Context: an optimization exercise on an open-source flow, tuned for a short achievable clock period and few clock cycles. The choices shown serve that exercise and are no tape-out recipe. Only simulation tests tie the RTL to the original design; equivalence was not proved.

Design SimpleCPU, start of the top module:
module SimpleCPU(clk, rst, data_fromRAM, wrEn, addr_toRAM, data_toRAM);
Size in the first run: ~210 flip-flops, ~0.034 mm2 of cells after synthesis.
Settings: LEC_CHECK=0, ABC_CLOCK_PERIOD_IN_PS=4000, CAP_MARGIN=20, CORE_MARGIN=2, CORE_UTILIZATION=40, SETUP_SLACK_MARGIN=5, SLEW_MARGIN=20, TNS_END_PERCENT=100; clock period 10.0 ns.
run.sh (not shown) runs the stock make flow with config.mk's settings and CLKGATE_MAP_FILE= SYNTH_SCRIPT=/design/flow/synth_recipe.tcl, a recipe that flattens the netlist after the stock synthesis.
Testbench counts at the start, summed over its fixed seeds: cycles 160,989.
Rerun with:
--- a/flow/design.v
+++ b/flow/design.v
@@ -79,17 +79,18 @@
 	IW     <= IWNext;
 	iwLive <= iwLiveNext;
 	R1     <= R1Next;
 	R2     <= R2Next;
 	Res    <= ResNext;
 	WA     <= WANext;
 	Z      <= ZNext;
 end
-wire [SIZE-1:0] dfrAddr = (st == S_DEC) ? data_fromRAM[SIZE+13:14] : data_fromRAM[SIZE-1:0];
+wire dSelB = !data_fromRAM[28] && data_fromRAM[31] && !(data_fromRAM[30] && data_fromRAM[29]);
+wire [SIZE-1:0] dfrAddr = (st == S_DEC && !dSelB) ? data_fromRAM[SIZE+13:14] : data_fromRAM[SIZE-1:0];
 wire liveSel = (st == S_DEC && iwLive) || (st == S_CPI1) || (st == S_BZ2 && Z);
 reg [SIZE-1:0] regAddr;
 always @(*) begin
 	regAddr = PC;
 	case (st)
 		S_DEC: begin
 			if (op == CP && im) regAddr = PC1;
 			else if (!im && (op == CP || op == CPI || op == BZJ)) regAddr = fB;
@@ -128,25 +129,22 @@
 				aOld = PC;
 				iwLiveNext = 1'b1;
 				stateNext  = S_DEC;
 			end
 			S_DEC: begin
 				IWNext = iwc;
 				WANext = iwc[SIZE+13:14];
 				R2Next = {18'd0, iwc[13:0]};
-				if (iwLive && (opc == CP || (!imc && (opc == CPI || opc == BZJ)))) begin
-					stateNext = S_DEC;
-				end else
 				case (opc)
 					CP: begin
 						if (imc) begin
 							ResNext    = {18'd0, iwc[13:0]};
 							aOld = PC1;
-							stateNext  = S_WR;
+							stateNext  = iwLive ? S_CPF : S_WR;
 						end else begin
 							aOld = iwc[SIZE-1:0];
 							stateNext  = S_RDB;
 						end
 					end
 					CPI: begin
 						if (imc) begin
 							aOld = iwc[SIZE+13:14];
Global-route usage is lower by 0.80 points.
Maximum frequency is lower by 6.0%.
Wire length fell by 2.2%.
Synthesized cell count falls by 0.50%.
Via count fell by 0.33%.
Hold slack got worse by 6.3 ps.
Design area went up by 0.69%.
Setup slack gets worse by 320 ps.
Die area went up by 0.68%.
Non-clock buffer count fell by 9.
Synthesized area came out higher by 0.69%.
Testbench counts after the change, summed over its fixed seeds: cycles 159,730.


main:
Another version of the RTL of SimpleCPU (not shown whole).
Size in the first run: roughly 260 flip-flops, ~35,000 sq um of cells after synthesis.
make LEC_CHECK=0 ABC_CLOCK_PERIOD_IN_PS=4000 CAP_MARGIN=20 CORE_MARGIN=2 CORE_UTILIZATION=30 SETUP_SLACK_MARGIN=5 SLEW_MARGIN=20 TNS_END_PERCENT=100 finish   # period 10.0 ns
Testbench counts of main, summed over its fixed seeds: cycles 164,208.
Here is what was changed in the inputs of the feature branch compared with main.
--- a/flow/design.v
+++ b/flow/design.v
@@ -41,18 +41,20 @@
 wire [31:0] iwc = iwLive ? data_fromRAM : IW;
 wire [2:0]  opc = iwc[31:29];
 wire        imc = iwc[28];
 wire [2:0]  op  = IW[31:29];
 wire        im  = IW[28];
 wire [SIZE-1:0] fA = IW[SIZE+13:14];
 wire [SIZE-1:0] fB = IW[SIZE-1:0];
 wire [31:0] immB = {18'd0, IW[13:0]};
-wire [SIZE-1:0] PC1;
-SimpleCPU_inc #(SIZE) pcinc (.a(PC), .s(PC1));
+reg  [SIZE-1:0] PC1;
+wire [SIZE-1:0] PCNext1;
+SimpleCPU_inc #(SIZE) pcinc (.a(PCNext), .s(PCNext1));
+always @(posedge clk) PC1 <= PCNext1;
 wire [31:0] aluA = (state == S_RDA) ? data_fromRAM : R1;
 wire [31:0] aluB = (state == S_RDA) ? immB : data_fromRAM;
 wire [31:0] sum, dif_unused;
 wire        sumC, geC;
 SimpleCPU_ksadd #(32, 5) add_ (.a(aluA), .b(aluB), .cin(1'b0), .s(sum), .cout(sumC));
 SimpleCPU_ksadd #(32, 5) cmp_ (.a(aluA), .b(~aluB), .cin(1'b1), .s(dif_unused), .cout(geC));
 reg [31:0] aluOut;
 always @(*) begin
Results
Final number of setup-violating endpoints came out exactly the same in the feature branch and main. The standard cell area after detailed placement number comes out higher for the feature branch vs main. Lower largest net degree at the start of global routing among the feature branch and main: the feature branch. main has a lower smallest hold slack than the feature branch. [the feature branch vs main] maximum cell stage delay along the critical path: higher in the feature branch. Compared to main, the feature branch shows a wider setup margin. Per the comparison of the feature branch with main, total non-filler cell area in the finished layout shows an increase of about 1%.
Testbench counts of the feature branch, summed over its fixed seeds: cycles 164,208.

port drivers added, routing unchanged:
Ports are ideal in the flow. The routed layouts listed here were re-timed in OpenROAD.
Step 1 sets driving cells, clkbuf_16 on the clock port and buf_2 on the other inputs (assumed; they add their load-dependent delay and slew).
Step 2 moves the port delays by t, midway between the first and last clock arrival at a register: inputs arrive t later, outputs are due t later. That takes back most of the time a late clock gives input paths.
Three values: ideal, step 1, step 2; two values: the first two.
run | t (ns) | setup slack, ns | cell pins on the clock port's net
the first run of note 1 | 0.672 | 4.972 / 4.953 / 4.349 | 1
the second run of note 1 | 0.655 | 4.652 / 4.616 / 4.403 | 1
main | 0.641 | 5.000 / 4.925 / 4.446 | 1
the feature branch | 0.654 | 5.005 / 4.882 / 4.447 | 1
After both steps setup and hold are still met in every run listed. For the first run of note 1, which loses most, drivers alone change the setup slack by -0.019 ns; drivers and shift together by -0.623 ns.
